Context: an optimization exercise on an open-source flow, tuned for small area. The choices shown serve that exercise and are no tape-out recipe. In this exercise RTL edits were held to simulation tests only and were not proved equivalent to the original. The flow treats the clock pin as an ideal source, which a real chip does not have.

## red
==> module password_lock_top, before the edit <==
module password_lock_top (
    input  wire clk,
    input  wire rst_n,
    input  wire [3:0] sw,
    input  wire btnc,
    input  wire btnu,
    input  wire btnl,
    input  wire btnr,
    output wire [7:0] an,
    output reg  [6:0] seg,
    output wire [4:0] led
);
    wire p_enter, p_confirm, p_back, p_admin;
    key_filter kf_enter (.clk(clk), .rst_n(rst_n), .key_in(btnc), .key_pulse(p_enter));
    key_filter kf_conf  (.clk(clk), .rst_n(rst_n), .key_in(btnu), .key_pulse(p_confirm));
    key_filter kf_back  (.clk(clk), .rst_n(rst_n), .key_in(btnl), .key_pulse(p_back));
    key_filter kf_adm   (.clk(clk), .rst_n(rst_n), .key_in(btnr), .key_pulse(p_admin));
    wire action = p_enter | p_confirm | p_back | p_admin;
    localparam [14:0] HZ_TERM      = 15'b000011111000110;
    localparam [14:0] HZ_TERM_MASK = 15'b101011111111011;
    reg [14:0] hz_cnt;
    wire tick = (hz_cnt & HZ_TERM_MASK) == (HZ_TERM & HZ_TERM_MASK);
    always @(posedge clk)
        hz_cnt <= (action | tick) ? 15'd0 : {~hz_cnt[13:0], hz_cnt[6] ^ hz_cnt[14]};
    localparam S_IDLE  = 3'd0,
               S_INPUT = 3'd1,
               S_OPEN  = 3'd2,
               S_ADMIN = 3'd3,
               S_ALARM = 3'd4,
               S_WEAK  = 3'd5;
    reg [2:0]  state;
    reg [2:0]  next_state;
    reg [23:0] pwd_buffer;
    reg [23:0] saved_pwd;
    reg [1:0]  err_cnt;
    reg [1:0]  sec_tens;
    reg [3:0]  sec_ones;
    wire st_idle  = state == S_IDLE;
    wire st_input = state == S_INPUT;
    wire st_open  = state[1] & ~state[0];
    wire st_admin = state[1] & state[0];
    wire st_alarm = state[2] & ~state[0];
    wire st_weak  = state[2] & state[0];
    reg [2:0] prev_state;
    assign led = {prev_state[2] & prev_state[0], prev_state[1] & prev_state[0],
                  prev_state[2] & ~prev_state[0], prev_state[1] & ~prev_state[0],
                  prev_state == S_INPUT};
    wire prev_idle = prev_state == S_IDLE;
    wire full     = ~(pwd_buffer[23] & pwd_buffer[22]);
    wire nonempty = ~(pwd_buffer[3] & pwd_buffer[2]);
    wire digit_ok = ~(sw[3] & (sw[2] | sw[1]));
    wire match    = pwd_buffer == saved_pwd;
    wire [3:0] bit_all1 = pwd_buffer[23:20] & pwd_buffer[19:16] & pwd_buffer[15:12] &
                          pwd_buffer[11:8] & pwd_buffer[7:4] & pwd_buffer[3:0];
    wire [3:0] bit_any1 = pwd_buffer[23:20] | pwd_buffer[19:16] | pwd_buffer[15:12] |
                          pwd_buffer[11:8] | pwd_buffer[7:4] | pwd_buffer[3:0];
    wire is_weak  = &(bit_all1 | ~bit_any1);
    wire timer_zero = (sec_tens == 2'd0) && (sec_ones == 4'd0);
    wire do_digit   = p_enter & ~full & digit_ok;
    wire do_back    = ~do_digit & p_back & nonempty;
    wire do_confirm = ~do_digit & ~do_back & p_confirm & full;
    wire edit     = st_input | st_admin;
    wire shift_in = edit & do_digit;
    wire shift_out = edit & do_back;
    wire wrong    = st_input & do_confirm & ~match;
    wire clear    = st_idle | st_alarm | (st_weak & p_confirm) | wrong;
    wire load30   = st_input & do_confirm & match;
    wire load15   = (st_idle & p_enter) | (st_input & (do_digit | do_back)) | wrong;
    always @(*) begin
        next_state = state;
        if (st_idle) begin
            if (p_enter) next_state = S_INPUT;
            else if (p_admin) next_state = S_ADMIN;
        end
        if (st_input) begin
            if (timer_zero) next_state = S_IDLE;
            else if (p_confirm) begin
                if (match && full) next_state = S_OPEN;
                else if (err_cnt == 2'd2) next_state = S_ALARM;
            end
            else if (p_admin) next_state = S_ADMIN;
        end
        if (st_open) begin
            if (timer_zero || p_confirm) next_state = S_IDLE;
        end
        if (st_alarm) begin
            if (p_admin) next_state = S_IDLE;
        end
        if (st_admin) begin
            if (p_confirm && full) next_state = is_weak ? S_WEAK : S_IDLE;
        end
        if (st_weak) begin
            if (p_confirm) next_state = S_ADMIN;
        end
    end
    always @(posedge clk or negedge rst_n) begin
        if (!rst_n) begin
            state      <= S_IDLE;
            prev_state <= S_IDLE;
            err_cnt   <= 2'd0;
            saved_pwd <= 24'h123456;
        end else begin
            state      <= next_state;
            prev_state <= state;
            if (load30 || (st_alarm && p_admin)) err_cnt <= 2'd0;
            else if (wrong) err_cnt <= err_cnt + 2'd1;
            if (st_admin && do_confirm && !is_weak) saved_pwd <= pwd_buffer;
        end
    end
    always @(posedge clk) begin
        if (clear) pwd_buffer <= 24'hFFFFFF;
        else if (shift_in) pwd_buffer <= {pwd_buffer[19:0], sw};
        else if (shift_out) pwd_buffer <= {4'hF, pwd_buffer[23:4]};
        if (load30) begin
            sec_tens <= 2'd3;
            sec_ones <= 4'd0;
        end else if (load15) begin
            sec_tens <= 2'd1;
            sec_ones <= 4'd5;
        end else if (tick) begin
            if (sec_ones == 4'd0) begin
                sec_ones <= 4'd9;
                sec_tens <= sec_tens - 2'd1;
            end else begin
                sec_ones <= sec_ones - 4'd1;
            end
        end
    end
    wire [2:0] scan_idx;
    segment_driver seg_inst (.clk(clk), .rst_n(rst_n), .scan_idx(scan_idx));
    wire show_timer = st_input | st_open;
    wire blank = prev_idle & ~(scan_idx[2] & scan_idx[1]);
    reg [3:0] digit;
    always @(*) begin
        case (scan_idx)
            3'd0: digit = pwd_buffer[3:0];
            3'd1: digit = pwd_buffer[7:4];
            3'd2: digit = pwd_buffer[11:8];
            3'd3: digit = pwd_buffer[15:12];
            3'd4: digit = pwd_buffer[19:16];
            3'd5: digit = pwd_buffer[23:20];
            3'd6: digit = show_timer ? sec_ones : 4'hF;
            default: digit = show_timer ? {2'b00, sec_tens} : 4'hF;
        endcase
    end
    wire [3:0] bcd = digit | {4{blank}};
    localparam [15:0] SEG_A = 16'hf012, SEG_B = 16'he060, SEG_C = 16'ha804,
                      SEG_D = 16'hf892, SEG_E = 16'hbaba, SEG_F = 16'h888e,
                      SEG_G = 16'h8083;
    always @(*) begin
        seg = {SEG_A[bcd], SEG_B[bcd], SEG_C[bcd], SEG_D[bcd],
               SEG_E[bcd], SEG_F[bcd], SEG_G[bcd]};
    end
    assign an = ~(8'b0000_0001 << scan_idx);
endmodule
clock: 10.0 ns
lec_check: 0
cap_margin: 20
core_margin: 2
core_utilization: 40
slew_margin: 20
standard.sh (not shown) runs the stock make flow with config.mk's settings and CLKGATE_MAP_FILE= SYNTH_SCRIPT=/design/flow/synth_recipe.tcl, a recipe that flattens the netlist after the stock synthesis.
==> flow/flow/run.sh <==
#!/bin/bash
# Standard ORFS layout with area recovery. The combinational logic of the
# standard synthesis netlist is re-mapped for area by ABC (flow/reopt.tcl),
# the flip-flops kept as they are. Then, after floorplan and after
# placement every combinational cell is swapped for the smallest cell of the
# same function (the port buffers included); the flow's own repair steps
# then size up what timing, slew or capacitance needs. Registers are left as
# synthesis made them. The clock tree is built of clkbuf_4 without dummy
# loads; leaf buffers whose flip-flops would see too slow a clock edge are
# then swapped for clkbuf_8.
set -euo pipefail
RES="$PWD/orfs/results/$FLOW_PLATFORM/password_lock_top/base"
bash standard.sh synth > std_1_synth.log 2>&1
cp "$RES/1_2_yosys.v" std_synth_netlist.v
IN=std_synth_netlist.v OUT=reopt_netlist.v DEEPSYN_T=60 \
  LIB="$FLOW_HOME/platforms/$FLOW_PLATFORM/lib/sky130_fd_sc_hd__tt_025C_1v80.lib" \
  yosys -c flow/reopt.tcl > reopt.log 2>&1
cp reopt_netlist.v "$RES/1_2_yosys.v"
bash standard.sh floorplan > std_1_floorplan.log 2>&1
ODB="$RES/2_floorplan.odb" openroad -no_init -exit flow/downsize.tcl > downsize_2_floorplan.log 2>&1
bash standard.sh place > std_2_place.log 2>&1
ODB="$RES/3_place.odb" openroad -no_init -exit flow/downsize.tcl > downsize_3_place.log 2>&1
bash standard.sh cts "CTS_ARGS=-sink_clustering_enable -repair_clock_nets -dont_use_dummy_load -buf_list sky130_fd_sc_hd__clkbuf_4" > std_3_cts.log 2>&1
ODB="$RES/4_cts.odb" SDC="$RES/4_cts.sdc" LIB="$FLOW_HOME/platforms/$FLOW_PLATFORM/lib/sky130_fd_sc_hd__tt_025C_1v80.lib" \
  openroad -no_init -exit flow/cts_fix.tcl > cts_fix_4_cts.log 2>&1
bash standard.sh finish > std_4_finish.log 2>&1
Other scripts of this flow, unchanged in this note and not shown: flow/flow/cts_fix.tcl, flow/flow/downsize.tcl, flow/flow/reopt.tcl
> inputs changed (red -> blue)
-- flow/design.v --
<<< red, line 170
            sec_tens <= 2'd1;
            sec_ones <= 4'd5;
        end else if (tick) begin
            if (sec_ones == 4'd0) begin
                sec_ones <= 4'd9;
>>> blue, line 170
            sec_tens <= 2'd1;
            sec_ones <= 4'd5;
        end else if (tick && !timer_zero) begin
            if (sec_ones == 4'd0) begin
                sec_ones <= 4'd9;
<<< red, line 197
    end
    wire [3:0] bcd = digit | {4{blank}};
    localparam [15:0] SEG_A = 16'hf012, SEG_B = 16'he060, SEG_C = 16'ha804,
                      SEG_D = 16'hf892, SEG_E = 16'hbaba, SEG_F = 16'h888e,
                      SEG_G = 16'h8083;
    always @(*) begin
        seg = {SEG_A[bcd], SEG_B[bcd], SEG_C[bcd], SEG_D[bcd],
               SEG_E[bcd], SEG_F[bcd], SEG_G[bcd]};
    end
    assign an = ~(8'b0000_0001 << scan_idx);
>>> blue, line 197
    end
    wire [3:0] bcd = digit | {4{blank}};
    always @(*) begin
        case (bcd)
            4'h0: seg = 7'b0000001;
            4'h1: seg = 7'b1001111;
            4'h2: seg = 7'b0010010;
            4'h3: seg = 7'b0000110;
            4'h4: seg = 7'b1001100;
            4'h5: seg = 7'b0100100;
            4'h6: seg = 7'b0100000;
            4'h7: seg = 7'b0001111;
            4'h8: seg = 7'b0000000;
            4'h9: seg = 7'b0000100;
            default: seg = 7'b1111111;
        endcase
    end
    assign an = ~(8'b0000_0001 << scan_idx);
[summary]
Summary — maximum fanout along the worst path, blue relative to red: lower, by 4. Via count of the first global-routing pass essentially unchanged between blue and red. Overall routed net length delta for blue relative to red: 3.6% higher. In blue the synthesized cell count turned out about 2.2% lower than in red. blue vs red, worst-case setup margin in the final layout went down by 190 ps. The lower number of logic stages on the critical path including buffering came out of blue.

-- what the ideal ports hide --
How much do the figures lean on ideal ports? The routed layouts below were timed once more, with nothing changed but the port constraints.
Step 1 assumes that a clkbuf_16 drives the clock port and a buf_2 every other input.
Step 2 also shifts input and output timing later by t, the mid clock arrival at the registers, as if the neighbouring blocks saw the same clock.
Slacks: ideal / step 1 / step 2; pairs: ideal / step 1.
run	t, ns	setup WS [ns]	worst data-port slew with drivers (ns)	cell pins on the clock port's net
red	0.428	4.795 / 4.759 / 5.187	0.03	1
blue	0.441	4.603 / 4.566 / 5.007	0.03	1
After both steps every run listed still meets setup and hold.
